Background: an optimization exercise with open tools, aiming at small area, a short achievable clock period and few clock cycles. Do not read the settings as production practice.
No functional check of the RTL was part of any run shown here.
Power and IR drop assume default switching activity.

[design/flow/standard.sh]
#!/bin/bash
# synth_recipe.tcl (not shown) runs the flow's synth.tcl, then flattens the netlist and writes it again
# the make line also repeats each setting of config.mk as NAME=value (left out here)
make -C /OpenROAD-flow-scripts/flow DESIGN_CONFIG=/design/flow/config.mk WORK_HOME=/design/flow/orfs CLKGATE_MAP_FILE= SYNTH_SCRIPT=/design/flow/synth_recipe.tcl "${@:-finish}"
[design/flow/constraint.sdc]
create_clock -name core_clock -period 10.0 [get_ports {clk}]
set_input_delay 2.0000 -clock core_clock [delete_from_list [all_inputs] [get_ports {clk}]]
set_output_delay 2.0000 -clock core_clock [all_outputs]
set_load 0.01 [all_outputs]
[design/flow/design.v]
module Register #(N = 16)
(
    input   logic           Clk, Reset,
    input   logic           Load,
    input   logic   [N-1:0] In,
    output  logic   [N-1:0] Out
);
    logic   [N-1:0] Next;
    always_ff @(posedge Clk) begin
        Out <= Next;
    end
    always_comb begin
        Next = Out;
        if (Reset)
            Next = {N{1'b0}};
        else if (Load)
            Next = In;
    end
endmodule
module RShiftRegister #(N = 16)
(
    input   logic           Clk, Reset,
    input   logic           Load,
    input   logic           ShiftEnable,
    input   logic           ShiftIn,
    input   logic   [N-1:0] In,
    output  logic           ShiftOut,
    output  logic   [N-1:0] Out
);
    logic   [N-1:0] Next;
    always_ff @(posedge Clk) begin
        Out <= Next;
    end
    always_comb begin
        Next = Out;
        if (Reset)
            Next = {N{1'b0}};
        else if (Load)
            Next = In;
        else if (ShiftEnable)
            Next = { ShiftIn, Out[N-1:1] };
    end
    assign ShiftOut = Out[0];
endmodule
module Mux_2to1 #(N = 16)
(
    input   logic           Select,
    input   logic   [N-1:0] In0, In1,
    output  logic   [N-1:0] Out
);
    always_comb begin
        case (Select)
            1'b0:   Out = In0;
            1'b1:   Out = In1;
        endcase
    end
endmodule
module Mux_4to1 #(N = 16)
(
    input   logic   [1:0]   Select,
    input   logic   [N-1:0] In0, In1, In2, In3,
    output  logic   [N-1:0] Out
);
    always_comb begin
        case (Select)
            2'b00:  Out = In0;
            2'b01:  Out = In1;
            2'b10:  Out = In2;
            2'b11:  Out = In3;
        endcase
    end
endmodule
module Mux_8to1 #(N = 16)
(
    input   logic   [2:0]   Select,
    input   logic   [N-1:0] In0, In1, In2, In3, In4, In5, In6, In7,
    output  logic   [N-1:0] Out
);
    always_comb begin
        case (Select)
            3'b000: Out = In0;
            3'b001: Out = In1;
            3'b010: Out = In2;
            3'b011: Out = In3;
            3'b100: Out = In4;
            3'b101: Out = In5;
            3'b110: Out = In6;
            3'b111: Out = In7;
        endcase
    end
endmodule
module DeMux_1to8 #(N = 16)
(
    input   logic   [2:0]   Select,
    input   logic   [N-1:0] In,
    output  logic   [N-1:0] Out0, Out1, Out2, Out3, Out4, Out5, Out6, Out7
);
    always_comb begin
        Out0 = {N{1'b0}};
        Out1 = {N{1'b0}};
        Out2 = {N{1'b0}};
        Out3 = {N{1'b0}};
        Out4 = {N{1'b0}};
        Out5 = {N{1'b0}};
        Out6 = {N{1'b0}};
        Out7 = {N{1'b0}};
        case (Select)
            3'b000: Out0 = In;
            3'b001: Out1 = In;
            3'b010: Out2 = In;
            3'b011: Out3 = In;
            3'b100: Out4 = In;
            3'b101: Out5 = In;
            3'b110: Out6 = In;
            3'b111: Out7 = In;
        endcase
    end
endmodule
module MuxOneHot_5to1 #(N = 16)
(
    input   logic   [4:0]   Select,
    input   logic   [N-1:0] In0, In1, In2, In3, In4,
    output  logic   [N-1:0] Out
);
    always_comb begin
        unique case (Select)
            5'b00001:   Out = In0;
            5'b00010:   Out = In1;
            5'b00100:   Out = In2;
            5'b01000:   Out = In3;
            5'b10000:   Out = In4;
            default:    Out = {N{1'b0}};
        endcase
    end
endmodule
module ALU
(
    input   logic   [1:0]   Fn,
    input   logic   [15:0]  A, B,
    output  logic   [15:0]  Out
);
    always_comb begin
        case (Fn)
            2'b00:  Out = A + B;     
            2'b01:  Out = A & B;     
            2'b10:  Out = ~A;        
            2'b11:  Out = A;         
        endcase
    end
endmodule
module RegisterFile
(
    input   logic           Clk, Reset,
    input   logic           LD_REG,              
    input   logic   [2:0]   DR, SR1, SR2,        
    input   logic   [15:0]  In,                  
    output  logic   [15:0]  SR1_Out, SR2_Out     
);
    logic           R0_Ld,  R1_Ld,  R2_Ld,  R3_Ld,  R4_Ld,  R5_Ld,  R6_Ld,  R7_Ld;
    logic   [15:0]  R0_In,  R1_In,  R2_In,  R3_In,  R4_In,  R5_In,  R6_In,  R7_In;
    logic   [15:0]  R0_Out, R1_Out, R2_Out, R3_Out, R4_Out, R5_Out, R6_Out, R7_Out;
    Register        _R0(.Clk(Clk), .Reset(Reset), .In(R0_In), .Out(R0_Out), .Load(R0_Ld));
    Register        _R1(.Clk(Clk), .Reset(Reset), .In(R1_In), .Out(R1_Out), .Load(R1_Ld));
    Register        _R2(.Clk(Clk), .Reset(Reset), .In(R2_In), .Out(R2_Out), .Load(R2_Ld));
    Register        _R3(.Clk(Clk), .Reset(Reset), .In(R3_In), .Out(R3_Out), .Load(R3_Ld));
    Register        _R4(.Clk(Clk), .Reset(Reset), .In(R4_In), .Out(R4_Out), .Load(R4_Ld));
    Register        _R5(.Clk(Clk), .Reset(Reset), .In(R5_In), .Out(R5_Out), .Load(R5_Ld));
    Register        _R6(.Clk(Clk), .Reset(Reset), .In(R6_In), .Out(R6_Out), .Load(R6_Ld));
    Register        _R7(.Clk(Clk), .Reset(Reset), .In(R7_In), .Out(R7_Out), .Load(R7_Ld));
    DeMux_1to8      _DRSelect
    (
        .In(In),
        .Out0(R0_In),
        .Out1(R1_In),
        .Out2(R2_In),
        .Out3(R3_In),
        .Out4(R4_In),
        .Out5(R5_In),
        .Out6(R6_In),
        .Out7(R7_In),
        .Select(DR)
    );
    DeMux_1to8 #(1) _LDSelect
    (
        .In(LD_REG),
        .Out0(R0_Ld),
        .Out1(R1_Ld),
        .Out2(R2_Ld),
        .Out3(R3_Ld),
        .Out4(R4_Ld),
        .Out5(R5_Ld),
        .Out6(R6_Ld),
        .Out7(R7_Ld),
        .Select(DR)
    );
    Mux_8to1        _SR1_OutMux
    (
        .In0(R0_Out),
        .In1(R1_Out),
        .In2(R2_Out),
        .In3(R3_Out),
        .In4(R4_Out),
        .In5(R5_Out),
        .In6(R6_Out),
        .In7(R7_Out),
        .Out(SR1_Out),
        .Select(SR1)
    );
    Mux_8to1        _SR2_OutMux
    (
        .In0(R0_Out),
        .In1(R1_Out),
        .In2(R2_Out),
        .In3(R3_Out),
        .In4(R4_Out),
        .In5(R5_Out),
        .In6(R6_Out),
        .In7(R7_Out),
        .Out(SR2_Out),
        .Select(SR2)
    );
endmodule
module Multiplier
(
    input   logic           Clk, Reset,
    input   logic           Run,
    input   logic   [7:0]   A, B,
    output  logic           Ready,
    output  logic   [15:0]  Out
);
    logic   [8:0]   Sum;             
    logic   [8:0]   MUL;             
    logic   [7:0]   A_Out, B_Out;    
    logic   [8:0]   A_Out_SEXT;      
    logic   [7:0]   AMUX_Out;        
    logic           A0;              
    logic           X;               
    logic           M;               
    logic           LD_A;            
    logic           LD_B;            
    logic           LD_MUL;          
    logic           LD_X;            
    logic           CLR_A;           
    logic           SH;              
    logic           AMUX;            
    logic           ADDMUX;          
    assign LD_X = M & LD_A;          
    assign AMUX = M;                 
    assign Out = { A_Out, B_Out };   
    RShiftRegister #(8) _A
    (
        .Clk(Clk),
        .Reset(Reset | CLR_A),   
        .In(AMUX_Out),
        .Out(A_Out),
        .Load(LD_A),             
        .ShiftIn(X),
        .ShiftOut(A0),
        .ShiftEnable(SH)
    );
    RShiftRegister #(8) _B
    (
        .Clk(Clk),
        .Reset(Reset),
        .In(B),
        .Out(B_Out),
        .Load(LD_B),             
        .ShiftIn(A0),
        .ShiftOut(M),
        .ShiftEnable(SH)
    );
    Register #(9)       _MUL
    (
        .Clk(Clk),
        .Reset(Reset),
        .In({ {1{A[7]}}, A }),    
        .Out(MUL),
        .Load(LD_MUL)
    );
    Register #(1)       _X
    (
        .Clk(Clk),
        .Reset(Reset | CLR_A),   
        .In(Sum[8]),
        .Out(X),
        .Load(LD_X)
    );
    Mux_2to1 #(8)       _AMUX
    (
        .In0(A_Out),
        .In1(Sum[7:0]),
        .Out(AMUX_Out),
        .Select(AMUX)
    );
    assign A_Out_SEXT = { {1{A_Out[7]}}, A_Out };    
    Mux_2to1 #(9)       _ADDMUX
    (
        .In0(A_Out_SEXT + MUL),  
        .In1(A_Out_SEXT - MUL),  
        .Out(Sum),
        .Select(ADDMUX)
    );
    logic   [3:0]   Counter, Counter_Next;
    logic           Done;
    enum logic [1:0]
    {
        Wait,
        Load,
        Multiply,
        Halt
    } State, Next_State;
    always_ff @(posedge Clk) begin
        if (Reset) begin
            Counter <= 4'h0;
            State <= Wait;
        end
        else begin
            Counter <= Counter_Next;
            State <= Next_State;
        end
    end
    always_comb begin
        Next_State = State;
        case (State)
            Wait:       Next_State = (Run) ? Load : Wait;
            Load:       Next_State = Multiply;
            Multiply:   Next_State = (Done) ? Halt : Multiply;
            Halt:       Next_State = Wait;
        endcase
    end
    always_comb begin
        CLR_A = 1'b0;
        LD_A = 1'b0;
        LD_B = 1'b0;
        LD_MUL = 1'b0;
        ADDMUX = 1'b0;
        SH = 1'b0;
        Ready = 1'b0;
        Done = 1'b0;
        Counter_Next = Counter;
        case (State)
            Wait: begin
            end
            Load: begin
                CLR_A = 1'b1;
                LD_B = 1'b1;
                LD_MUL = 1'b1;
                Counter_Next = 4'h0;
            end
            Multiply: begin
                if (Counter == 4'hE) begin
                    ADDMUX = 1'b1;
                end
                if (Counter == 4'hF) begin
                    Done = 1'b1;
                    SH = 1'b1;
                end
                else begin
                    Counter_Next = Counter + 4'h1;
                    if (Counter % 2 == 0)
                        LD_A = 1'b1;
                    else
                        SH = 1'b1;
                end
            end
            Halt: begin
                Ready = 1'b1;
            end
        endcase
    end
endmodule
module Datapath
(
    input   logic           Clk, Reset,
    input   logic   [15:0]  In,                                                   
    input   logic           LD_MAR, LD_MDR, LD_IR, LD_BEN, LD_REG, LD_CC, LD_PC,  
    input   logic           GatePC, GateMDR, GateMUL, GateALU, GateMARMUX,        
    input   logic           ADDR1MUX,                                             
    input   logic   [1:0]   ADDR2MUX, PCMUX, DRMUX, SR1MUX,                       
    input   logic           SR2MUX, MARMUX,                                       
    input   logic   [1:0]   ALUK,                                                 
    input   logic           MIO_EN,                                               
    input   logic           MUL_EN,                                               
    output  logic   [15:0]  Out,                                                  
    output  logic   [15:0]  Address,                                              
    output  logic           MUL_R,                                                
    output  logic           BEN,                                                  
    output  logic           IR_5,                                                 
	output  logic           IR_11,												  
    output  logic   [3:0]   IR_15_12,                                             
    output  logic   [15:0]  PC, IR,  
    input   logic   [15:0]  PC_In    
);
    logic   [15:0]  Bus;                                 
    logic   [3:0]   Gate;                                
    logic   [15:0]  MAR, MDR ;                    
    logic   [2:0]   SR1MUX_Out, DRMUX_Out;               
    logic   [15:0]  SR2MUX_Out;                          
    logic   [15:0]  MARMUX_Out, MDRMUX_Out, PCMUX_Out;   
    logic   [15:0]  ADDR1MUX_Out, ADDR2MUX_Out;          
    logic   [15:0]  ALU;                                 
    logic   [15:0]  MUL;                                 
    logic   [15:0]  SR1, SR2;                            
    logic           BEN_In;                              
    logic           N, Z, P;                             
    logic           N_In, Z_In, P_In;                    
    assign IR_5     = IR[5];
	assign IR_11	= IR[11];
    assign IR_15_12 = IR[15:12];
    assign Out      = MDR;                               
    assign Address  = MAR;                               
    assign N_In = Bus[15];
    assign Z_In = (Bus == 16'h0000) ? 1'b1 : 1'b0;
    assign P_In = ~N_In & ~Z_In;
    assign BEN_In = (IR[11] & N) | (IR[10] & Z) | (IR[9] & P);
    Register        _MAR
    (
        .Clk(Clk),
        .Reset(Reset),
        .In(Bus),
        .Out(MAR),
        .Load(LD_MAR)
    );
    Register        _MDR
    (
        .Clk(Clk),
        .Reset(Reset),
        .In(MDRMUX_Out),
        .Out(MDR),
        .Load(LD_MDR)
    );
    Register        _IR
    (
        .Clk(Clk),
        .Reset(Reset),
        .In(Bus),
        .Out(IR),
        .Load(LD_IR)
    );
    Register        _PC
    (
        .Clk(Clk),
        .Reset(Reset),
        .In(PCMUX_Out),
        .Out(PC),
        .Load(LD_PC)
    );
    Register #(1)   _BEN
    (
        .Clk(Clk),
        .Reset(Reset),
        .In(BEN_In),
        .Out(BEN),
        .Load(LD_BEN)
    );
    Register #(1)   _N
    (
        .Clk(Clk),
        .Reset(Reset),
        .In(N_In),
        .Out(N),
        .Load(LD_CC)
    );
    Register #(1)   _Z
    (
        .Clk(Clk),
        .Reset(Reset),
        .In(Z_In),
        .Out(Z),
        .Load(LD_CC)
    );
    Register #(1)   _P
    (
        .Clk(Clk),
        .Reset(Reset),
        .In(P_In),
        .Out(P),
        .Load(LD_CC)
    );
    RegisterFile    _GenPurposeRegs
    (
        .Clk(Clk),
        .Reset(Reset),
        .In(Bus),
        .LD_REG(LD_REG),
        .DR(DRMUX_Out),
        .SR1(SR1MUX_Out),
        .SR2(IR[2:0]),
        .SR1_Out(SR1),
        .SR2_Out(SR2)
    );
    ALU             _ALU
    (
        .A(SR1),
        .B(SR2MUX_Out),
        .Fn(ALUK),
        .Out(ALU)
    );
    Multiplier      _MUL
    (
        .Clk(Clk),
        .Reset(Reset),
        .A(SR1[7:0]),
        .B(SR2MUX_Out[7:0]),
        .Out(MUL),
        .Run(MUL_EN),
        .Ready(MUL_R)
    );
    Mux_4to1 #(3)   _DRMUX
    (
        .In0(IR[11:9]),
        .In1(3'b111),
        .In2(3'b110),
        .In3(3'b000),    
        .Out(DRMUX_Out),
        .Select(DRMUX)
    );
    Mux_4to1 #(3)   _SR1MUX
    (
        .In0(IR[11:9]),
        .In1(IR[8:6]),
        .In2(3'b110),
        .In3(3'b000),    
        .Out(SR1MUX_Out),
        .Select(SR1MUX)
    );
    Mux_2to1        _SR2MUX
    (
        .In0(SR2),
        .In1({ {11{IR[4]}}, IR[4:0] }),  
        .Out(SR2MUX_Out),
        .Select(SR2MUX)
    );
    Mux_4to1        _PCMUX
    (
        .In0(PC + 16'd1),
        .In1(Bus),
        .In2(ADDR1MUX_Out + ADDR2MUX_Out),
        .In3(PC_In),      
        .Out(PCMUX_Out),
        .Select(PCMUX)
    );
    Mux_2to1        _ADDR1MUX
    (
        .In0(PC),
        .In1(SR1),
        .Out(ADDR1MUX_Out),
        .Select(ADDR1MUX)
    );
    Mux_4to1        _ADDR2MUX
    (
        .In0(16'h0000),
        .In1({ {10{IR[ 5]}}, IR[ 5:0] }),    
        .In2({ { 7{IR[ 8]}}, IR[ 8:0] }),    
        .In3({ { 5{IR[10]}}, IR[10:0] }),    
        .Out(ADDR2MUX_Out),
        .Select(ADDR2MUX)
    );
    Mux_2to1        _MARMUX
    (
        .In0({ {8{1'b0}}, IR[7:0] }),        
        .In1(ADDR1MUX_Out + ADDR2MUX_Out),
        .Out(MARMUX_Out),
        .Select(MARMUX)
    );
    Mux_2to1        _MDRMUX
    (
        .In0(Bus),
        .In1(In),
        .Out(MDRMUX_Out),
        .Select(MIO_EN)
    );
    MuxOneHot_5to1  _GateMux
    (
        .In0(MARMUX_Out),
        .In1(ALU),
        .In2(MUL),
        .In3(MDR),
        .In4(PC),
        .Out(Bus),
        .Select({ GatePC, GateMDR, GateMUL, GateALU, GateMARMUX })
    );
endmodule
module ControlUnit
(
    input   logic           Clk, Reset,
    input   logic           Run, Continue, Step,
    input   logic           DoHalt,
    input   logic           MUL_R,
    input   logic           BEN,
    input   logic           IR_5,
    input   logic           IR_11,
    input   logic   [3:0]   IR_15_12,
    output  logic           LD_MAR, LD_MDR, LD_IR, LD_BEN, LD_REG, LD_CC, LD_PC,
    output  logic           GatePC, GateMDR, GateMUL, GateALU, GateMARMUX,
    output  logic           ADDR1MUX,
    output  logic   [1:0]   ADDR2MUX, PCMUX, DRMUX, SR1MUX,
    output  logic           SR2MUX, MARMUX,
    output  logic   [1:0]   ALUK,
    output  logic           MIO_EN, R_W,
    output  logic           MUL_EN,
    output  logic           Halted, Paused, InvalidOp,   
    output  logic   [3:0]   Opcode   
);
    assign Opcode = IR_15_12;
    assign SR2MUX = IR_5;
    enum logic [7:0]
    {
        State_00        = 8'd0,
        State_01        = 8'd1,
        State_02        = 8'd2,
        State_03        = 8'd3,
        State_04        = 8'd4,
        State_05        = 8'd5,
        State_06        = 8'd6,
        State_07        = 8'd7,
        State_09        = 8'd9,
        State_10        = 8'd10,
        State_11        = 8'd11,
        State_12        = 8'd12,
        State_13        = 8'd013,
        State_13_nR     = 8'd113,
        State_13_R      = 8'd213,
        State_14        = 8'd14,
        State_15        = 8'd15,
        State_16_nR1    = 8'd016,    
        State_16_nR2    = 8'd116,
        State_16_R      = 8'd216,    
        State_18        = 8'd18,
        State_20        = 8'd20,
        State_21        = 8'd21,
        State_22        = 8'd22,
        State_23        = 8'd23,
        State_24_nR1    = 8'd024,
        State_24_nR2    = 8'd124,
        State_24_R      = 8'd224,
        State_25_nR1    = 8'd025,
        State_25_nR2    = 8'd125,
        State_25_R      = 8'd225,
        State_26        = 8'd26,
        State_27        = 8'd27,
        State_28_nR1    = 8'd028,
        State_28_nR2    = 8'd128,
        State_28_R      = 8'd228,
        State_29_nR1    = 8'd029,
        State_29_nR2    = 8'd129,
        State_29_R      = 8'd229,
        State_30        = 8'd30,
        State_31        = 8'd31,
        State_32        = 8'd32,
        State_33_nR1    = 8'd033,
        State_33_nR2    = 8'd133,
        State_33_R      = 8'd233,
        State_35        = 8'd35,
        INVALID         = 8'd253,
        START           = 8'd254,
        HALT            = 8'd255
    } State, Next_State;
    always_ff @(posedge Clk) begin
        if (Reset || DoHalt)
            State <= HALT;
        else
            State <= Next_State;
    end
    always_comb begin
        Next_State = State;      
        case (State)
            State_18:       Next_State = State_33_nR1;
            State_33_nR1:   Next_State = State_33_nR2;
            State_33_nR2:   Next_State = State_33_R;
            State_33_R:     Next_State = State_35;
            State_35: begin
                if (Step && ~Continue)
                    Next_State = State_35;
                else
                    Next_State = State_32;
            end
            State_32: begin
                if (Step && Continue)
                    Next_State = State_32;
                else begin
                    case (Opcode)
                        4'b0000:    Next_State = State_00;       
                        4'b0001:    Next_State = State_01;       
                        4'b0010:    Next_State = State_02;       
                        4'b0011:    Next_State = State_03;       
                        4'b0100:    Next_State = State_04;       
                        4'b0101:    Next_State = State_05;       
                        4'b0110:    Next_State = State_06;       
                        4'b0111:    Next_State = State_07;       
                        4'b1001:    Next_State = State_09;       
                        4'b1010:    Next_State = State_10;       
                        4'b1011:    Next_State = State_11;       
                        4'b1100:    Next_State = State_12;       
                        4'b1101:    Next_State = State_13;       
                        4'b1110:    Next_State = State_14;       
                        4'b1111:    Next_State = State_15;       
                        default:    Next_State = INVALID;        
                    endcase
                end
            end
            State_00:       Next_State = (BEN) ? State_22 : State_18;    
            State_22:       Next_State = State_18;
            State_01:       Next_State = State_18;
            State_02:       Next_State = State_25_nR1;
            State_03:       Next_State = State_23;
            State_04:       Next_State = (IR_11) ? State_21 : State_20;  
            State_20:       Next_State = State_18;
            State_21:       Next_State = State_18;
            State_05:       Next_State = State_18;
            State_06:       Next_State = State_25_nR1;
            State_07:       Next_State = State_23;
            State_09:       Next_State = State_18;
            State_10:       Next_State = State_24_nR1;
            State_24_nR1:   Next_State = State_24_nR2;
            State_24_nR2:   Next_State = State_24_R;
            State_24_R:     Next_State = State_26;
            State_26:       Next_State = State_25_nR1;
            State_11:       Next_State = State_29_nR1;
            State_29_nR1:   Next_State = State_29_nR2;
            State_29_nR2:   Next_State = State_29_R;
            State_29_R:     Next_State = State_31;
            State_31:       Next_State = State_23;
            State_12:       Next_State = State_18;
            State_13:       Next_State = State_13_nR;
            State_13_nR:    Next_State = (MUL_R) ? State_13_R : State_13_nR;
            State_13_R:     Next_State = State_18;
            State_14:       Next_State = State_18;
            State_15:       Next_State = State_28_nR1;
            State_28_nR1:   Next_State = State_28_nR2;
            State_28_nR2:   Next_State = State_28_R;
            State_28_R:     Next_State = State_30;
            State_30:       Next_State = State_18;
            State_23:       Next_State = State_16_nR1;
            State_16_nR1:   Next_State = State_16_nR2;
            State_16_nR2:   Next_State = State_16_R;
            State_16_R:     Next_State = State_18;
            State_25_nR1:   Next_State = State_25_nR2;
            State_25_nR2:   Next_State = State_25_R;
            State_25_R:     Next_State = State_27;
            State_27:       Next_State = State_18;
            INVALID: begin
                if (Continue)
                    Next_State = HALT;
                else
                    Next_State = INVALID;
            end
            START: begin
                if (~Run)
                    Next_State = State_18;
                else
                    Next_State = START;
            end
            HALT: begin
                if (Run)
                    Next_State = START;
                else
                    Next_State = HALT;
            end
        endcase
    end
    always_comb begin
        LD_MAR      = 1'b0;
        LD_MDR      = 1'b0;
        LD_IR       = 1'b0;
        LD_BEN      = 1'b0;
        LD_REG      = 1'b0;
        LD_CC       = 1'b0;
        LD_PC       = 1'b0;
        GatePC      = 1'b0;
        GateMDR     = 1'b0;
        GateMUL     = 1'b0;
        GateALU     = 1'b0;
        GateMARMUX  = 1'b0;
        ADDR1MUX    = 1'b0;
        ADDR2MUX    = 2'b00;
        PCMUX       = 2'b00;
        DRMUX       = 2'b00;
        SR1MUX      = 2'b00;
        MARMUX      = 1'b0;
        ALUK        = 2'b00;
        MIO_EN      = 1'b0;
        R_W         = 1'b0;
        MUL_EN      = 1'b0;
        Halted      = 1'b0;
        Paused      = 1'b0;
        InvalidOp   = 1'b0;
        case (State)
            State_18: begin 
                GatePC = 1'b1;       
                LD_MAR = 1'b1;       
                PCMUX = 2'b00;       
                LD_PC = 1'b1;        
            end
            State_33_nR1:
                MIO_EN = 1'b1;       
            State_33_nR2:
                MIO_EN = 1'b1;       
            State_33_R: begin 
                MIO_EN = 1'b1;       
                LD_MDR = 1'b1;       
            end
            State_35: begin 
                GateMDR = 1'b1;      
                LD_IR = 1'b1;        
                Paused = 1'b1;
            end
            State_32:
                LD_BEN = 1'b1;       
            State_00: begin
            end
            State_22: begin
                ADDR1MUX = 1'b0;
                ADDR2MUX = 2'b10;
                PCMUX = 2'b10;
                LD_PC = 1'b1;
            end
            State_01: begin
                DRMUX = 2'b00;
                SR1MUX = 2'b01;
                ALUK = 2'b00;
                GateALU = 1'b1;
                LD_REG = 1'b1;
                LD_CC = 1'b1;
            end
            State_02: begin
                ADDR1MUX = 1'b0;
                ADDR2MUX = 2'b10;
                MARMUX = 1'b1;
                GateMARMUX = 1'b1;
                LD_MAR = 1'b1;
            end
            State_03: begin
                ADDR1MUX = 1'b0;
                ADDR2MUX = 2'b10;
                MARMUX = 1'b1;
                GateMARMUX = 1'b1;
                LD_MAR = 1'b1;
            end
            State_04: begin
                DRMUX = 2'b01;
                GatePC = 1'b1;
                LD_REG = 1'b1;
            end
            State_20: begin
                SR1MUX = 2'b01;
                ADDR1MUX = 1'b1;
                ADDR2MUX = 2'b00;
                PCMUX = 2'b10;
                LD_PC = 1'b1;
            end
            State_21: begin
                PCMUX = 2'b10;
                ADDR1MUX = 1'b0;
                ADDR2MUX = 2'b11;
                LD_PC = 1'b1;
            end
            State_05: begin
                DRMUX = 2'b00;
                SR1MUX = 2'b01;
                ALUK = 2'b01;
                GateALU = 1'b1;
                LD_REG = 1'b1;
                LD_CC = 1'b1;
            end
            State_06: begin
                SR1MUX = 2'b01;
                ADDR1MUX = 1'b1;
                ADDR2MUX = 2'b01;
                MARMUX = 1'b1;
                GateMARMUX = 1'b1;
                LD_MAR = 1'b1;
            end
            State_07: begin
                SR1MUX = 2'b01;
                ADDR1MUX = 1'b1;
                ADDR2MUX = 2'b01;
                MARMUX = 1'b1;
                GateMARMUX = 1'b1;
                LD_MAR = 1'b1;
            end
            State_09: begin
                DRMUX = 2'b00;
                SR1MUX = 2'b01;
                ALUK = 2'b10;
                GateALU = 1'b1;
                LD_REG = 1'b1;
                LD_CC = 1'b1;
            end
            State_10: begin
                ADDR1MUX = 1'b0;
                ADDR2MUX = 2'b10;
                MARMUX = 1'b1;
                GateMARMUX = 1'b1;
                LD_MAR = 1'b1;
            end
            State_24_nR1: begin
                MIO_EN = 1'b1;
            end
            State_24_nR2: begin
                MIO_EN = 1'b1;
            end
            State_24_R: begin
                MIO_EN = 1'b1;
                LD_MDR = 1'b1;
            end
            State_26: begin
                GateMDR = 1'b1;
                LD_MAR = 1'b1;
            end
            State_11: begin
                ADDR1MUX = 1'b0;
                ADDR2MUX = 2'b10;
                MARMUX = 1'b1;
                GateMARMUX = 1'b1;
                LD_MAR = 1'b1;
            end
            State_29_nR1: begin
                MIO_EN = 1'b1;
            end
            State_29_nR2: begin
                MIO_EN = 1'b1;
            end
            State_29_R: begin
                MIO_EN = 1'b1;
                LD_MDR = 1'b1;
            end
            State_31: begin
                LD_MAR = 1'b1;
                GateMDR = 1'b1;
            end
            State_12: begin
                SR1MUX = 2'b01;
                ADDR1MUX = 1'b1;
                ADDR2MUX = 2'b00;
                PCMUX = 2'b10;
                LD_PC = 1'b1;
            end
            State_13: begin
                SR1MUX = 2'b01;
                MUL_EN = 1'b1;
            end
            State_13_nR: begin
                SR1MUX = 2'b01;
            end
            State_13_R: begin
                DRMUX = 2'b00;
                GateMUL = 1'b1;
                LD_REG = 1'b1;
                LD_CC = 1'b1;
            end
            State_14: begin
                DRMUX = 2'b00;
                ADDR1MUX = 1'b0;
                ADDR2MUX = 2'b10;
                MARMUX = 1'b1;
                GateMARMUX = 1'b1;
                LD_REG = 1'b1;
                LD_CC = 1'b1;
            end
            State_15: begin
                MARMUX = 1'b0;
                GateMARMUX = 1'b1;
                LD_MAR = 1'b1;
            end
            State_28_nR1: begin
                MIO_EN = 1'b1;
                DRMUX = 2'b01;
                GatePC = 1'b1;
                LD_REG = 1'b1;
            end
            State_28_nR2: begin
                MIO_EN = 1'b1;
                DRMUX = 2'b01;
                GatePC = 1'b1;
                LD_REG = 1'b1;
            end
            State_28_R: begin
                MIO_EN = 1'b1;
                DRMUX = 2'b01;
                GatePC = 1'b1;
                LD_REG = 1'b1;
                LD_MDR = 1'b1;
            end
            State_30: begin
                GateMDR = 1'b1;
                PCMUX = 2'b01;
                LD_PC = 1'b1;
            end
            State_23: begin
                SR1MUX = 2'b00;
                ALUK = 2'b11;
                GateALU = 1'b1;
                LD_MDR = 1'b1;
            end
            State_16_nR1: begin
                MIO_EN = 1'b1;
                R_W = 1'b1;
            end
            State_16_nR2: begin
                MIO_EN = 1'b1;
                R_W = 1'b1;
            end
            State_16_R: begin
                MIO_EN = 1'b0;
                R_W = 1'b0;
            end
            State_25_nR1: begin
                MIO_EN = 1'b1;
            end
            State_25_nR2: begin
                MIO_EN = 1'b1;
            end
            State_25_R: begin
                MIO_EN = 1'b1;
                LD_MDR = 1'b1;
            end
            State_27: begin
                GateMDR = 1'b1;
                LD_REG = 1'b1;
                LD_CC = 1'b1;
            end
            INVALID:
                InvalidOp = 1'b1;
            HALT: begin
                Halted = 1'b1;
                PCMUX = 2'b11;   
                LD_PC = 1'b1;
                LD_CC = 1'b1;
            end
        endcase
    end
endmodule
module MemoryControlUnit
(
    input   logic           Clk, Reset,
    input   logic           MIO_EN,
    input   logic           R_W,
    input   logic   [15:0]  Address,
    input   logic   [15:0]  Data_FromSRAM,
    input   logic   [15:0]  Data_FromCPU,
    input   logic   [15:0]  Data_FromKeyboard,
    input   logic           Keypress,
    input   logic           DisplayReady,
    output  logic           DisplayWE,
    output  logic           Mem_CE, Mem_OE, Mem_WE,
    output  logic           Mem_LB, Mem_UB,
    output  logic           DoHalt,
    output  logic   [15:0]  Data_ToSRAM,
    output  logic   [15:0]  Data_ToCPU,
    output  logic   [15:0]  Data_ToVideo
);
    logic           LD_KBSR;
    logic           LD_DDR;
    logic           LD_DSR;
    logic           CLR_KBSR;
    logic           CLR_DSR;
    logic   [15:0]  KBDR, KBSR;
    logic   [15:0]  DDR, DSR;
    logic           DisplayWE_Out;
    assign LD_KBSR = Keypress && Data_FromKeyboard != 16'h0000;
    assign LD_DSR = DisplayReady;
    logic   [1:0]   INMUX;
    assign Data_ToSRAM = Data_FromCPU;
    assign Data_ToVideo = DDR;
    assign Mem_CE = 1'b1;
    assign Mem_LB = 1'b1;
    assign Mem_UB = 1'b1;
    always_ff @(posedge Clk) begin
        if (Reset)
            DisplayWE <= 1'b0;
        else
            DisplayWE <= DisplayWE_Out;
    end
    always_comb begin
        CLR_KBSR        = 1'b0;
        CLR_DSR         = 1'b0;
        LD_DDR          = 1'b0;
        INMUX           = 2'b00;
        Mem_OE          = 1'b0;
        Mem_WE          = 1'b0;
        DisplayWE_Out   = 1'b0;
        DoHalt          = 1'b0;
        unique case (Address)
            16'hFE00: begin
                if (MIO_EN) begin
                    INMUX = 2'b01;
                end
            end
            16'hFE02: begin
                if (MIO_EN && !R_W) begin
                    INMUX = 2'b10;
                    CLR_KBSR = 1'b1;
                end
            end
            16'hFE04: begin
                if (MIO_EN && !R_W) begin
                    INMUX = 2'b11;
                end
            end
            16'hFE06: begin
                if (MIO_EN && R_W) begin
                    LD_DDR = 1'b1;
                    CLR_DSR = 1'b1;
                    DisplayWE_Out = 1'b1;
                end
            end
            16'hFFFF: begin
                if (MIO_EN && R_W)
                    DoHalt = 1'b1;
            end
            default : begin
                if (MIO_EN) begin
                    if (R_W)
                        Mem_WE = 1'b1;
                    else begin
                        Mem_OE = 1'b1;
                        INMUX = 2'b00;
                    end
                end
            end
        endcase
    end
    Register        _KBDR
    (
        .Clk(Clk),
        .Reset(Reset),
        .In(Data_FromKeyboard),
        .Out(KBDR),
        .Load(~KBSR[15])
    );
    Register        _KBSR
    (
        .Clk(Clk),
        .Reset(Reset | CLR_KBSR),
        .In(16'h8000),
        .Out(KBSR),
        .Load(LD_KBSR)
    );
    Register        _DDR
    (
        .Clk(Clk),
        .Reset(Reset),
        .In(Data_FromCPU),
        .Out(DDR),
        .Load(LD_DDR)
    );
    Register        _DSR
    (
        .Clk(Clk),
        .Reset(Reset | CLR_DSR),
        .In(16'h8000),
        .Out(DSR),
        .Load(LD_DSR)
    );
    Mux_4to1        _INMUX
    (
        .In0(Data_FromSRAM),
        .In1(KBSR),
        .In2(KBDR),
        .In3(DSR),
        .Out(Data_ToCPU),
        .Select(INMUX)
    );
endmodule
module Synchronizer #(N = 1)
(
    input   logic           Clk,
    input   logic   [N-1:0] In,
    output  logic   [N-1:0] Out
);
    always_ff @(posedge Clk) begin
        Out <= In;
    end
endmodule
module elc3_core
(
    input   logic           clk,
    input   logic           reset,
    input   logic           run,
    input   logic           cont,
    input   logic           step,
    input   logic   [15:0]  start_pc,
    output  logic           halted,
    output  logic           paused,
    output  logic           invalid_op,
    output  logic   [15:0]  pc,
    output  logic   [15:0]  ir,
    output  logic   [15:0]  mem_addr,
    output  logic           mem_oe,
    output  logic           mem_we,
    output  logic   [15:0]  mem_wdata,
    input   logic   [15:0]  mem_rdata,
    input   logic   [7:0]   key_data,
    input   logic           key_valid,
    input   logic           disp_ready,
    output  logic           disp_we,
    output  logic   [7:0]   disp_data
);
    logic s_halt, s_f, s_e, s_p, s_ml, s_ms, s_mi, s_mt, s_inv;
    logic n_halt, n_f, n_e, n_p, n_ml, n_ms, n_mi, n_mt, n_inv;
    logic [15:0] PC, IR, WD;     
    logic        ud;             
    logic [7:0][15:0] R;
    logic N, Z, P;
    assign P = ~N & ~Z;
    logic [2:0] pdr;         
    logic       pst;         
    logic       oe, we, dwe, haltf;
    logic [1:0] rsel;        
    logic io_hi, io_kbsr, io_kbdr, io_dsr, io_ddr, io_halt, io_any;
    logic [15:0] A;
    assign A = ud ? WD : PC;
    logic [15:0] dA;             
    logic wh, wl0, wl2, wl4, wl6, wlf, ph, pl0, pl2, pl4, pl6, plf;
    assign wh  = WD[15:9] == 7'h7F;
    assign wl0 = WD[8:0] == 9'h000;
    assign wl2 = WD[8:0] == 9'h002;
    assign wl4 = WD[8:0] == 9'h004;
    assign wl6 = WD[8:0] == 9'h006;
    assign wlf = WD[8:0] == 9'h1FF;
    assign ph  = PC[15:9] == 7'h7F;
    assign pl0 = PC[8:0] == 9'h000;
    assign pl2 = PC[8:0] == 9'h002;
    assign pl4 = PC[8:0] == 9'h004;
    assign pl6 = PC[8:0] == 9'h006;
    assign plf = PC[8:0] == 9'h1FF;
    assign io_hi   = ud ? wh : ph;
    assign io_kbsr = io_hi & (ud ? wl0 : pl0);
    assign io_kbdr = io_hi & (ud ? wl2 : pl2);
    assign io_dsr  = io_hi & (ud ? wl4 : pl4);
    assign io_ddr  = io_hi & (ud ? wl6 : pl6);
    assign io_halt = io_hi & (ud ? wlf : plf);
    assign io_any  = io_kbsr | io_kbdr | io_dsr | io_ddr | io_halt;
    assign oe    = ~s_ms & ~io_any;
    assign we    = s_ms & ~io_any;
    assign dwe   = s_ms & io_ddr;
    assign haltf = io_halt;
    assign rsel  = io_kbdr ? 2'd2 : io_dsr ? 2'd3 : (io_kbsr | io_ddr | io_halt) ? 2'd1 : 2'd0;
    logic       kbsr, dsr;
    logic [2:0]  sr2a;       
    logic [15:0] sr1, sr2;
    assign halted     = s_halt;
    assign paused     = s_p;
    assign invalid_op = s_inv;
    assign pc         = PC;
    assign ir         = IR;
    assign mem_addr   = A;
    assign mem_oe     = oe;
    assign mem_we     = we;
    assign mem_wdata  = sr2;     
    assign disp_we    = dwe;
    assign disp_data  = sr2[7:0];
    logic [15:0] mem_in;
    always_comb begin
        case (rsel)
            2'd0: mem_in = mem_rdata;
            2'd1: mem_in = {kbsr, 15'd0};
            2'd2: mem_in = {8'd0, key_data};
            default: mem_in = {dsr, 15'd0};
        endcase
    end
    logic [3:0] op;
    assign op = IR[15:12];
    logic o_br, o_add, o_ld, o_st, o_jsr, o_and, o_ldr, o_str, o_rti, o_not,
          o_ldi, o_sti, o_jmp, o_mul, o_lea, o_trap;
    assign o_br   = op == 4'd0;
    assign o_add  = op == 4'd1;
    assign o_ld   = op == 4'd2;
    assign o_st   = op == 4'd3;
    assign o_jsr  = op == 4'd4;
    assign o_and  = op == 4'd5;
    assign o_ldr  = op == 4'd6;
    assign o_str  = op == 4'd7;
    assign o_rti  = op == 4'd8;
    assign o_not  = op == 4'd9;
    assign o_ldi  = op == 4'd10;
    assign o_sti  = op == 4'd11;
    assign o_jmp  = op == 4'd12;
    assign o_mul  = op == 4'd13;
    assign o_lea  = op == 4'd14;
    assign o_trap = op == 4'd15;
    logic [15:0] op2;
    assign sr1  = R[IR[8:6]];
    assign sr2  = R[sr2a];
    assign op2  = IR[5] ? {{11{IR[4]}}, IR[4:0]} : sr2;
    logic        pd_base_sr1, pd_sr2;
    logic [15:0] base, offs, immv, sum;
    logic [3:0]  pd_imm;     
    assign immv = ({16{pd_imm[0]}} & {{11{IR[4]}}, IR[4:0]}) |
                  ({16{pd_imm[1]}} & {{10{IR[5]}}, IR[5:0]}) |
                  ({16{pd_imm[2]}} & {{7{IR[8]}}, IR[8:0]}) |
                  ({16{pd_imm[3]}} & {{5{IR[10]}}, IR[10:0]});
    assign offs = pd_sr2 ? sr2 : immv;
    assign base = pd_base_sr1 ? sr1 : PC;
    add16 u_add (.a(base), .b(offs), .s(sum));
    logic [15:0] a_xor_b, a_or_b;
    assign a_xor_b = base ^ offs;
    assign a_or_b  = base | offs;
    logic [1:0]  mcnt;
    logic        mlast;
    logic [2:0]  mdig;
    logic        b_one, b_two, b_neg;
    logic [9:0]  mh, mpp, mhn;
    logic [15:0] prod;
    assign mlast = mcnt == 2'd3;
    always_comb begin
        case (mcnt)
            2'd0: mdig = {op2[1:0], 1'b0};
            2'd1: mdig = op2[3:1];
            2'd2: mdig = op2[5:3];
            default: mdig = op2[7:5];
        endcase
    end
    assign b_one = mdig[1] ^ mdig[0];
    assign b_two = (mdig[2] & ~mdig[1] & ~mdig[0]) | (~mdig[2] & mdig[1] & mdig[0]);
    assign b_neg = mdig[2] & ~(mdig[1] & mdig[0]);
    assign mh    = (mcnt == 2'd0) ? 10'd0 : WD[15:6];
    assign mpp   = ((b_one ? {{2{sr1[7]}}, sr1[7:0]} : 10'd0) |
                    (b_two ? {sr1[7], sr1[7:0], 1'b0} : 10'd0)) ^ {10{b_neg}};
    add10 u_madd (.a(mh), .b(mpp), .cin(b_neg), .s(mhn));
    assign prod  = {mhn, WD[5:0]};
    logic [15:0] eres, andv;
    logic        sel_sum, sel_and, sel_not, sel_mul, sel_pc, sel_ld;
    assign andv    = sr1 & op2;
    assign sel_ld  = s_ml & ~reset;
    assign sel_and = s_e & o_and & ~reset;
    assign sel_not = s_e & o_not & ~reset;
    assign sel_mul = s_e & o_mul & ~reset;
    assign sel_pc  = s_e & (o_jsr | o_trap) & ~reset;
    assign sel_sum = s_e & (o_add | o_lea) & ~reset;
    assign eres = ({16{sel_and}} & andv) | ({16{sel_not}} & ~sr1) |
                  ({16{sel_mul}} & prod) | ({16{sel_pc}} & PC);
    logic z_sum, z_oth;
    assign z_sum = &(~(a_xor_b ^ {a_or_b[14:0], 1'b0}));    
    assign z_oth = ~|(eres | ({16{sel_ld}} & mem_in));
    logic ben;
    assign ben = (IR[11] & N) | (IR[10] & Z) | (IR[9] & P);
    logic e_mem, e_redirect, e_wr, e_cc;
    assign e_mem      = o_ld | o_st | o_ldr | o_str | o_ldi | o_sti;
    assign e_redirect = (o_br & ben) | o_jmp | (o_jsr & (IR[11] | IR[8:6] != 3'd7));
    assign e_wr       = o_add | o_and | o_not | o_mul | o_lea | o_jsr | o_trap;
    assign e_cc       = o_add | o_and | o_not | o_mul | o_lea;
    logic        wr_en, cc_en;
    logic [2:0]  wr_a;
    logic [15:0] wr_d;
    assign wr_en = (s_e & e_wr & (~o_mul | mlast)) | s_ml;
    assign cc_en = (s_e & e_cc & (~o_mul | mlast)) | s_ml;
    assign wr_a  = s_ml ? pdr : ((o_jsr | o_trap) ? 3'd7 : IR[11:9]);
    assign wr_d  = eres | ({16{sel_ld}} & mem_in) | ({16{sel_sum}} & sum);
    logic [15:0] PC1;
    inc16 u_inc (.a(PC), .s(PC1));
    logic [15:0] nPC;
    logic refetch;
    logic a_start, a_pc1, a_sum;
    assign refetch = WD == PC;
    assign a_start = s_halt;
    assign a_pc1   = (s_f & ~run) | s_ml | (s_ms & ~haltf & ~refetch) |
                     (s_e & ~o_rti & ~o_trap & ~e_mem & ~e_redirect & (~o_mul | mlast));
    assign a_sum   = s_e & ~o_rti & ~o_trap & (e_mem | e_redirect);
    assign nPC = ({16{a_start}} & start_pc) | ({16{a_pc1}} & PC1) |
                 ({16{a_sum & e_redirect}} & sum) | ({16{s_mt}} & mem_in);
    logic w_sum, w_min, w_vect, w_mul, w_ld;
    logic [15:0] nWD;
    assign w_sum  = s_e & e_mem;
    assign w_vect = s_e & o_trap;
    assign w_mul  = s_e & o_mul;
    assign w_min  = s_mi;
    assign w_ld   = w_sum | w_vect | w_mul | w_min;
    assign nWD = ({16{w_sum}} & sum) | ({16{w_vect}} & {8'd0, IR[7:0]}) | ({16{w_min}} & mem_in) |
                 ({16{w_mul}} & {mhn[9], mhn[9], mhn[9:2], mhn[1:0], WD[5:2]});
    logic        ld_ir, ld_pc;
    always_comb begin
        n_halt = 1'b0; n_f = 1'b0; n_e = 1'b0; n_p = 1'b0; n_ml = 1'b0;
        n_ms = 1'b0; n_mi = 1'b0; n_mt = 1'b0; n_inv = 1'b0;
        ld_ir = 1'b0;
        ld_pc = 1'b0;
        if (s_halt) begin
            ld_pc = 1'b1;
            if (run) n_f = 1'b1; else n_halt = 1'b1;
        end
        if (s_f) begin
            ld_ir = 1'b1;
            if (run) n_f = 1'b1;
            else begin
                ld_pc = 1'b1;
                if (step) n_p = 1'b1; else n_e = 1'b1;
            end
        end
        if (s_p) begin
            if (cont) n_e = 1'b1; else n_p = 1'b1;
        end
        if (s_e) begin
            if (o_rti) n_inv = 1'b1;
            else if (o_trap) begin
                n_mt = 1'b1;
            end else if (e_mem) begin
                ld_ir = 1'b1;
                if (o_ldi | o_sti) n_mi = 1'b1;
                else if (o_ld | o_ldr) n_ml = 1'b1;
                else n_ms = 1'b1;
            end else if (e_redirect) begin
                ld_pc = 1'b1;
                n_f = 1'b1;
            end else if (o_mul & ~mlast) begin
                n_e = 1'b1;
            end else begin
                ld_pc = 1'b1; ld_ir = 1'b1;
                if (step) n_p = 1'b1; else n_e = 1'b1;
            end
        end
        if (s_ml) begin
            ld_pc = 1'b1;
            if (step) n_p = 1'b1; else n_e = 1'b1;
        end
        if (s_ms) begin
            if (haltf) n_halt = 1'b1;
            else if (refetch) begin
                n_f = 1'b1;      
            end else begin
                ld_pc = 1'b1;
                if (step) n_p = 1'b1; else n_e = 1'b1;
            end
        end
        if (s_mi) begin
            if (pst) n_ms = 1'b1; else n_ml = 1'b1;
        end
        if (s_mt) begin
            ld_pc = 1'b1;
            n_f = 1'b1;
        end
        if (s_inv) begin
            if (cont) n_halt = 1'b1; else n_inv = 1'b1;
        end
    end
    always_ff @(posedge clk) begin
        if (reset) begin
            s_halt <= 1'b1; s_f <= 1'b0; s_e <= 1'b0; s_p <= 1'b0; s_ml <= 1'b0;
            s_ms <= 1'b0; s_mi <= 1'b0; s_mt <= 1'b0; s_inv <= 1'b0;
        end else begin
            s_halt <= n_halt; s_f <= n_f; s_e <= n_e; s_p <= n_p; s_ml <= n_ml;
            s_ms <= n_ms; s_mi <= n_mi; s_mt <= n_mt; s_inv <= n_inv;
        end
        if (reset) ud <= 1'b0;
        else       ud <= n_ml | n_ms | n_mi | n_mt;
        if (w_ld) WD <= nWD;
        if (ld_pc) PC <= nPC;
        if (ld_ir) begin
            IR   <= mem_in;
            pd_sr2 <= mem_in[15:12] == 4'd1 && !mem_in[5];
            pd_imm[0] <= mem_in[15:12] == 4'd1;
            pd_imm[1] <= mem_in[15:12] == 4'd6 || mem_in[15:12] == 4'd7;
            pd_imm[2] <= mem_in[15:12] != 4'd1 && mem_in[15:12] != 4'd6 &&
                         mem_in[15:12] != 4'd7 && mem_in[15:12] != 4'd4 &&
                         mem_in[15:12] != 4'd12;
            pd_imm[3] <= mem_in[15:12] == 4'd4 && mem_in[11];
            pd_base_sr1 <= mem_in[15:12] == 4'd1 || mem_in[15:12] == 4'd6 ||
                           mem_in[15:12] == 4'd7 || mem_in[15:12] == 4'd12 ||
                           (mem_in[15:12] == 4'd4 && !mem_in[11]);
        end
        if (s_e & e_mem) begin
            pdr <= IR[11:9];
            pst <= o_sti;
        end
        if (s_e & (o_st | o_str | o_sti))
            sr2a <= IR[11:9];
        else if (s_ms)
            sr2a <= (IR[13] & IR[12]) ? IR[11:9] : IR[2:0];
        else if (ld_ir)
            sr2a <= (mem_in[13] & mem_in[12]) ? mem_in[11:9] : mem_in[2:0];
        mcnt <= (s_e & o_mul) ? mcnt + 2'd1 : 2'd0;
    end
    always_ff @(posedge clk) begin
        if (s_halt) begin
            N <= 1'b0; Z <= 1'b1;
        end else if (cc_en) begin
            N <= wr_d[15];
            Z <= ~|wr_d;
        end
    end
    logic [15:0] wr_d0;
    assign wr_d0 = wr_d;     
    genvar gi;
    generate
        for (gi = 0; gi < 8; gi++) begin : g_r
            always_ff @(posedge clk)
                if (reset | (wr_en & wr_a == gi)) R[gi] <= wr_d0;
        end
    endgenerate
    always_ff @(posedge clk) begin
        if (reset | (s_mi | s_ml | s_mt | s_f | s_e) & rsel == 2'd2)
            kbsr <= 1'b0;
        else if (key_valid && key_data != 8'd0)
            kbsr <= 1'b1;
        if (reset | dwe)
            dsr <= 1'b0;
        else if (disp_ready)
            dsr <= 1'b1;
    end
endmodule
module add16
(
    input   logic   [15:0]  a, b,
    output  logic   [15:0]  s
);
    logic [15:0] g0, p0, g1, p1, g2, p2, g3, p3, g4;
    assign g0 = a & b;
    assign p0 = a ^ b;
    assign g1 = g0 | (p0 & {g0[14:0], 1'b0});
    assign p1 = p0 & {p0[14:0], 1'b0};
    assign g2 = g1 | (p1 & {g1[13:0], 2'b0});
    assign p2 = p1 & {p1[13:0], 2'b0};
    assign g3 = g2 | (p2 & {g2[11:0], 4'b0});
    assign p3 = p2 & {p2[11:0], 4'b0};
    assign g4 = g3 | (p3 & {g3[7:0], 8'b0});
    assign s  = p0 ^ {g4[14:0], 1'b0};
endmodule
module add10
(
    input   logic   [9:0]   a, b,
    input   logic           cin,
    output  logic   [9:0]   s
);
    logic [10:0] g0, p0, g1, p1, g2, p2, g3, p3, g4;
    assign g0 = {a & b, cin};
    assign p0 = {a ^ b, 1'b0};
    assign g1 = g0 | (p0 & {g0[9:0], 1'b0});
    assign p1 = p0 & {p0[9:0], 1'b0};
    assign g2 = g1 | (p1 & {g1[8:0], 2'b0});
    assign p2 = p1 & {p1[8:0], 2'b0};
    assign g3 = g2 | (p2 & {g2[6:0], 4'b0});
    assign p3 = p2 & {p2[6:0], 4'b0};
    assign g4 = g3 | (p3 & {g3[2:0], 8'b0});
    assign s  = p0[10:1] ^ g4[9:0];
endmodule
module inc16
(
    input   logic   [15:0]  a,
    output  logic   [15:0]  s
);
    logic [15:0] c1, c2, c4, c8;
    assign c1 = {a[14:0], 1'b1};
    assign c2 = c1 & {c1[14:0], 1'b1};
    assign c4 = c2 & {c2[13:0], 2'b11};
    assign c8 = c4 & {c4[11:0], 4'hF};
    assign s  = a ^ (c8 & {c8[7:0], 8'hFF});
endmodule
[design/flow/flow/run.sh]
#!/bin/bash
set -euo pipefail
export SETUP_SLACK_MARGIN=5.6
export BUFFER_PORTS_ARGS="-buffer_cell sky130_fd_sc_hd__buf_2"
bash standard.sh > standard.log 2>&1
[design/flow/config.mk]
export PLATFORM = sky130hd
export DESIGN_NAME = elc3_core
export DESIGN_NICKNAME = elc3_core
export VERILOG_FILES = /design/flow/design.v
export SDC_FILE = /design/flow/constraint.sdc
export NUM_CORES = 4
export LEC_CHECK = 0
export ABC_AREA = 1
export CAP_MARGIN = 20
export CORE_MARGIN = 2
export CORE_UTILIZATION = 40
export CTS_BUF_LIST = sky130_fd_sc_hd__clkbuf_4
export PLACE_DENSITY = 0.6
export SLEW_MARGIN = 20
export TNS_END_PERCENT = 100
==> flow_metrics.env, run 1 <==
export IMPL_outcome="timing/DRC/antenna clean"
export IMPL_rrSetupSlack_ns=5.56
export IMPL_synthAdderAreaFrac=0.0298
export IMPL_critPathCapture="mem_we"
export IMPL_numCtsBuffers=59
export IMPL_ioPinCount=125
export IMPL_drt_iter0_drc=2033
export IMPL_finalSetupTns_ns=0
export IMPL_ys_warn_count=1
export IMPL_firstDrtPassIters=5
export IMPL_cts_sinks=205
export IMPL_hold_viol_final=0
export IMPL_clkTransAtPathRegs_ns=0.07
export IMPL_yosys_area_share_simple=0.247
export IMPL_setup_viol=0
export IMPL_relSlewSlack=0.251
export IMPL_netlist_area_sq_um=14100
export IMPL_antenna_found_initial=1
export IMPL_grt_pass1_wl_um=84400
export IMPL_hold_path_class="register to register"
export IMPL_dpl_hpwl_um=39400
export IMPL_critical_path_startpoint="ud"
export IMPL_synth_seq_cells=205
export IMPL_fp_row_count=68
export IMPL_worstPathRequired_ns=8.00
export IMPL_synth_nets=1927
export IMPL_fmax_mhz=221
export IMPL_instances_no_fill=2614
export IMPL_final_antenna_net_count=0
export IMPL_fp_dieW_um=192
export IMPL_ys_top_cells_by_area="edfxtp_1, nand2_1, inv_1"
export IMPL_vias=15200
export IMPL_fin_skew_ns=0.0551
export IMPL_final_util=0.526
export IMPL_drive_above_1_share=0.269
export IMPL_synthToLayoutAreaGrowth_pct=29.1
export IMPL_place_inst=2370
export IMPL_synthXorXnorAreaFrac=0.0199
export IMPL_crit_type="register to output port"
export IMPL_clk_latency_ns=0.83
export IMPL_ys_types=59
export IMPL_avgRoutedWirePerCell_um=22.9
export IMPL_track_usage=0.310
export IMPL_power_leakage_uw=0.00792
export IMPL_maxCapViolations=0
export IMPL_overflow=0
export IMPL_via_per_inst=5.81
export IMPL_place_congestion=1.02
export IMPL_cts_tree="built"
export IMPL_r2r_cells=25
export IMPL_core_sq_um=34600
export IMPL_cellPowerDensity_nw_per_um2=143
export IMPL_holdPathStages=1
export IMPL_ys_async_sr_fraction=0
export IMPL_clockBufferDepth=3
export IMPL_synth_main_ff_cell="edfxtp_1"
export IMPL_hold_buffers=0
export IMPL_worstMarginPinSlew_ns=1.11
export IMPL_rsz0062_at_grt="true"
export IMPL_seq_area_frac_synth=0.425
export IMPL_cts_root_buffer="clkbuf_4"
export IMPL_timing_rr_start="IR[6]"
export IMPL_worstSetupStartpointType="register"
export IMPL_syn_instance_count=1847
export IMPL_crit_path_end_kind="output port"
export IMPL_worst_ir_drop_vdd_mv=0.0717
export IMPL_grt_max_degree=53
export IMPL_layout_common_cells="nand2_1, inv_1, edfxtp_1, nor2_1, nand3_1"
export IMPL_mostFrequentLayoutCell="nand2_1"
export IMPL_layout_nets=2186
export IMPL_synth_top_cell_by_area="edfxtp_1"
export IMPL_fp_dieArea_sq_um=36800
export IMPL_fp_dieH_um=192
export IMPL_timing_rr_end="Z"
export IMPL_route_detailed_drc=0
export IMPL_fin_crit_ns=4.52
export IMPL_fin_crit_sh=0.452
export IMPL_place_area_sq_um=15100
export IMPL_synth_edf_count=189
export IMPL_portBuffers=124
export IMPL_start_util=0.407
export IMPL_worstPathMaxFanout=7
export IMPL_synth_top_family_by_area="simple AND/OR/NAND/NOR gates"
export IMPL_yosysTopAreaCellShare=0.403
export IMPL_wl_um=59800
export IMPL_synth_compound_area_frac=0.175
export IMPL_critical_path_arrival_ns=2.52
export IMPL_fin_area_sq_um=18200
export IMPL_syn_avg_cell_area_sq_um=7.63
export IMPL_synthMuxAreaShare=0
export IMPL_drv_slew=0
export IMPL_grt_pass1_vias=13800
export IMPL_h_tree_depth=2
==> Yosys cell counts (3+ instances only) <==
cell type,instances
nand3_2,4
xnor2_1,6
buf_4,18
a221oi_1,3
nor2_2,6
nor2_1,169
nand3_1,146
o31ai_1,9
a22oi_1,11
or2_2,4
o211ai_1,33
a211oi_1,11
nand2_2,9
o21ai_0,166
a21oi_1,119
a31oi_1,10
buf_2,27
inv_1,249
nor3_1,27
ha_1,32
o22ai_1,16
inv_2,5
nand3b_1,5
buf_6,6
nor4_1,3
nand2_1,406
clkinv_1,3
buf_1,6
edfxtp_1,189
o2111ai_1,12
o21ai_1,8
nand4_1,16
xor2_1,26
and2_1,3
o221ai_1,11
dfxtp_1,16
clkbuf_1,28
==> per-layer routing <==
layer | vias to the layer above | track usage | wire, um
met5 | - | 0 | 0
met4 | 0 | 0.124 | 2560
met3 | 196 | 0.0625 | 6350
met2 | 984 | 0.472 | 26300
met1 | 7147 | 0.431 | 24600
li1 | 6863 | - | -
==> logic make-up (layout without fill, tap and decap cells) <==
family	Yosys count	after routing
buffers and inverters	344	651
other	0	4
AND/OR/NAND/NOR	810	811
XOR/XNOR	32	32
AO/OA/AOI/OAI	423	423
adder cells (fa/ha/maj)	33	33
flip-flops	205	205
==> how the worst min path moves through the flow <==
| stage | startpoint | end | slack (ns) |
|---|---|---|---|
| finish | mcnt[0] | mcnt[0] | 0.47 |
| global route | mcnt[0] | mcnt[0] | 0.48 |
| CTS | mcnt[0] | mcnt[0] | 0.47 |
| detailed placement | mcnt[0] | mcnt[0] | 0.46 |
| global placement | mcnt[0] | mcnt[0] | 0.45 |
| floorplan | mcnt[0] | mcnt[0] | 0.43 |
==> what timing repair did <==
action | in CTS | in global routing
endpoints found under the setup margin | 146 | 102
resized for setup | 134 | 156
pin swaps | 34 | 54
buffers inserted | 76 | 35
cloned | 8 | 10
==> registers in the layout, summed over array words and instances, names as in the netlist, 2 cells and up <==
signal,flops
IR,16
PC,16
R,128
WD,16
mcnt,2
pd_imm,4
pdr,3
sr2a,3
==> report_power, final <==
part	internal, uW	total [uW]	switching [uW]
Sequential	977	1010	32.9
Clock	417	820	403
Combinational	287	777	489
==> per-stage QoR <==
step	hold slack, ns	setup slack (ns)	total power [uW]
CTS	0.470	5.51	2500
finish	0.471	5.48	2610
global route	0.476	5.36	2720
floorplan	0.433	6.08	1390
global placement	0.451	4.45	1590
detailed placement	0.463	4.41	1590
==> area by class of cell <==
class / count / area, sq um
repair inverters: 2 / 12.5
inverters: 258 / 1020
multi-input cells: 1299 / 7470
diodes: 4 / 10.0
flip-flops and latches: 205 / 6000
fillers: 3317 / 16400
well taps: 455 / 569
clock buffers: 77 / 578
clock inverters: 33 / 198
repair buffers: 281 / 2340
==> critical path, stage by stage (launching register included) <==
cell     delay (ns)
dfxtp_4        0.41
buf_12         0.15
buf_16         0.13
o21ai_4        0.26
nand3_2        0.13
nor2_4         0.15
nand2_4        0.09
nand2_2        0.09
nor2_4         0.06
nand2_8        0.08
nor2_1         0.03
buf_2          0.15
==> run 2, diff against run 1 <==
--- a/design/flow/design.v
+++ b/design/flow/design.v
@@ -1475,7 +1475,7 @@
             N <= 1'b0; Z <= 1'b1;
         end else if (cc_en) begin
             N <= wr_d[15];
-            Z <= ~|wr_d;
+            Z <= sel_sum ? z_sum : z_oth;
         end
     end
     logic [15:0] wr_d0;
--- a/design/flow/config.mk
+++ b/design/flow/config.mk
@@ -8,8 +8,8 @@
 export ABC_AREA = 1
 export CAP_MARGIN = 20
 export CORE_MARGIN = 2
-export CORE_UTILIZATION = 40
+export CORE_UTILIZATION = 55
 export CTS_BUF_LIST = sky130_fd_sc_hd__clkbuf_4
-export PLACE_DENSITY = 0.6
+export PLACE_DENSITY = 0.72
 export SLEW_MARGIN = 20
 export TNS_END_PERCENT = 100
==> run 2 against run 1 <==
  * Routed wire length down 7.9%
  * Largest cell class unchanged
  * Sequential power about the same
  * First-iteration DRC count up 3.0%
  * Still clean on timing, DRC and antenna
  * Maximum frequency down 1.1%
==> flow_metrics.env, run 2 <==
export IMPL_via_per_inst=6.15
export IMPL_clockBufferDepth=3
export IMPL_firstDrtPassIters=6
export IMPL_worstPathRequired_ns=8.00
export IMPL_syn_avg_cell_area_sq_um=7.63
export IMPL_holdPathEnd="mcnt[0]"
export IMPL_ys_types=57
export IMPL_switchingPower_uw=913
export IMPL_ys_top_cells_by_area="edfxtp_1, nand2_1, inv_1"
export IMPL_fin_crit_sh=0.457
export IMPL_relSlewSlack=0.275
export IMPL_place_congestion=0.999
export IMPL_start_util=0.558
export IMPL_route_detailed_drc=0
export IMPL_finalSetupTns_ns=0
export IMPL_fmax_mhz=219
export IMPL_worstSetupStartpointType="register"
export IMPL_fp_dieArea_sq_um=27700
export IMPL_seq_area_frac_synth=0.413
export IMPL_vias=15300
export IMPL_path_cells="buf_12 > clkinvlp_4 > buf_6 > nand2_4 > nand2_4 > inv_2 > nor2_2 > nand3_2 > nor3_4 > nor2_4 > nand2_8 > nor2_4 > buf_6"
export IMPL_synthToLayoutAreaGrowth_pct=22.8
export IMPL_cts_root_buffer="clkbuf_4"
export IMPL_fin_crit_ns=4.57
export IMPL_clkTransAtPathRegs_ns=0.07
export IMPL_fp_dieW_um=166
export IMPL_setup_viol=0
export IMPL_swShare=0.357
export IMPL_h_tree_depth=2
export IMPL_cellPowerDensity_nw_per_um2=143
export IMPL_ys_async_sr_fraction=0
export IMPL_largest_register_ffs=128
export IMPL_crit_path_end_kind="output port"
export IMPL_final_antenna_net_count=0
export IMPL_holdPathStages=1
export IMPL_outcome="timing/DRC/antenna clean"
export IMPL_maxCapViolations=0
export IMPL_grt_max_degree=49
export IMPL_portBuffers=124
export IMPL_rsz0062_at_grt="true"
export IMPL_synth_nets=1995
export IMPL_syn_instance_count=1901
export IMPL_numCtsBuffers=56
export IMPL_clk_latency_ns=0.72
export IMPL_dpl_hpwl_um=37600
export IMPL_min_delay_start="mcnt[0]"
export IMPL_place_inst=2297
export IMPL_avgRoutedWirePerCell_um=22.2
export IMPL_hold_path_class="register to register"
export IMPL_p_comb_frac=0.295
export IMPL_synth_common_cells="nand2_1, inv_1, edfxtp_1, o21ai_0, nand3_1"
export IMPL_pwr_share_seq=0.396
export IMPL_crit_path_max_incr_delay_ns=0.36
export IMPL_critical_path_arrival_ns=2.57
export IMPL_core_sq_um=26000
export IMPL_cts_sinks=205
export IMPL_r2r_cells=29
export IMPL_timing_rr_end="R[111]"
export IMPL_timing_rr_start="sr2a[0]"
export IMPL_synth_top_cell_by_area="edfxtp_1"
export IMPL_track_usage=0.373
export IMPL_p_int_uw=1640
export IMPL_yosysTopAreaCellShare=0.391
export IMPL_grt_pass1_vias=13900
export IMPL_fp_row_count=59
export IMPL_hold_viol_final=0
export IMPL_worstPathMaxFanout=6
export IMPL_mostFrequentLayoutCell="nand2_1"
export IMPL_critPathSlowestCell="dfxtp_4"
export IMPL_overflow=0
export IMPL_worst_ir_drop_vdd_mv=0.135
export IMPL_drt_iter0_drc=2093
export IMPL_crit_type="register to output port"
export IMPL_worstMarginPinSlew_ns=1.08
export IMPL_instances_no_fill=2482
export IMPL_final_util=0.686
export IMPL_drv_slew=0
export IMPL_top_register="R"
export IMPL_synth_main_ff_cell="edfxtp_1"
export IMPL_netlist_area_sq_um=14500
export IMPL_synth_edf_count=189
export IMPL_yosys_cell_count_top_type="nand2_1"
export IMPL_fp_dieH_um=166
export IMPL_ys_warn_count=1
export IMPL_layout_common_cells="nand2_1, inv_1, edfxtp_1, o21ai_0, nand3_1"
export IMPL_drive_above_1_share=0.239
export IMPL_synth_seq_cells=205
export IMPL_layout_nets=2197
export IMPL_cts_tree="built"
export IMPL_antenna_found_initial=1
export IMPL_rrSetupSlack_ns=5.71
export IMPL_nFillCells=2201
export IMPL_power_leakage_uw=0.00794
export IMPL_fin_skew_ns=0.0419
export IMPL_pwr_share_clk=0.309
export IMPL_ioPinCount=125
export IMPL_wl_um=55100
export IMPL_grt_pass1_wl_um=79800
-- run 2: metal layers --
metal  share of wire  vias to the layer above  routed length [um]  GRT usage
met5               0                        -                   0          0
met4           0.047                        0                2600      0.171
met3            0.11                      193                6300     0.0606
met2            0.44                     1068               24300      0.572
met1            0.40                     7105               21900      0.523
li1                -                     6891                   -          -
-- run 2: cell families (layout without fill, tap and decap cells) --
kind of cell | after synthesis | count (layout) | share of synthesized area
and+or+nand+nor | 760 | 760 | 0.226
DFF | 205 | 205 | 0.413
xor gates and xnor gates | 43 | 43 | 0.0260
other | 0 | 1 | 0
adders and majority gates | 47 | 47 | 0.0410
AOI/OAI and AO/OA | 460 | 460 | 0.188
buffers and inverters | 386 | 631 | 0.106
-- run 2: through the flow --
stage	worst slack [ns]	hold WS (ns)	instance area, sq um	total power (uW)
2_1_floorplan	6.11	0.433	14500	1420
3_3_place_gp	4.53	0.446	15300	1610
3_5_place_dp	4.42	0.473	15300	1620
4_1_cts	5.48	0.485	16700	2440
5_1_grt	5.40	0.517	17800	2650
6_report	5.43	0.477	17800	2560
-- run 2: timing repair --
item,CTS,global route
pin swaps,25,65
buffers inserted,30,39
hold endpoints to repair,0,0
resized for setup,96,156
hold buffers,0,0
setup endpoints to repair,170,94
cloned,4,9
-- run 2: area by class of cell --
cell class,count,area [sq um],share of cell area
Inverter,299,1200,0.0674
Sequential cell,205,6000,0.337
Tap cell,335,419,0.0235
Timing Repair Buffer,227,1750,0.0984
Clock inverter,28,183,0.0103
Timing Repair inverter,4,56.3,0.00316
Multi-Input combinational cell,1310,7660,0.430
Clock buffer,73,548,0.0308
Antenna cell,1,2.50,0.000140
-- run 2: worst max-delay path by stage --
stage	startpoint	slack, ns	cells after the start	endpoint
global route	ud	5.40	13	mem_oe
global placement	sr2a[0]	4.53	28	R[79]
CTS	ud	5.48	12	mem_we
detailed placement	IR[6]	4.42	24	R[79]
finish	ud	5.43	13	mem_oe
floorplan	IR[6]	6.11	24	R[111]
-- run 2: worst max-delay path, delay by kind of cell, from the launching register on --
family	cells	cell delay, ns
and+or+nand+nor	8	0.89
DFF	1	0.36
buffers and inverters	5	0.59
-- run 2: power by group through the flow --
stage	clock network, uW	logic [uW]	registers [uW]
floorplan	0	395	1020
finish	790	755	1010
global route	833	805	1010
detailed placement	0	588	1030
global placement	0	585	1030
CTS	794	639	1010

## separate check: timing with driven ports
Ports are ideal in the flow. The routed layouts listed here were re-timed in OpenROAD. Step 1 assumes that a clkbuf_16 drives the clock port and a buf_2 every other input. Step 2 times the ports against the registers' clock, not the clock port: input delays grow and output delays shrink by t, the midpoint of the rising clock arrivals with the driver on. Slacks: ideal ports / drivers / drivers and shift; pairs: ideal ports / drivers.
run	t, ns	setup slack, ns	latest minus earliest clock arrival (ns)	worst register clock-pin slew, ns
run 1	0.851	5.476 / 5.428 / 4.741	0.055 / 0.055	0.07 / 0.07
run 2	0.751	5.427 / 5.379 / 5.074	0.042 / 0.042	0.08 / 0.08
After both steps every run listed still meets setup and hold. For run 1, which loses most, drivers alone change the setup slack by -0.048 ns; drivers and shift together by -0.735 ns.
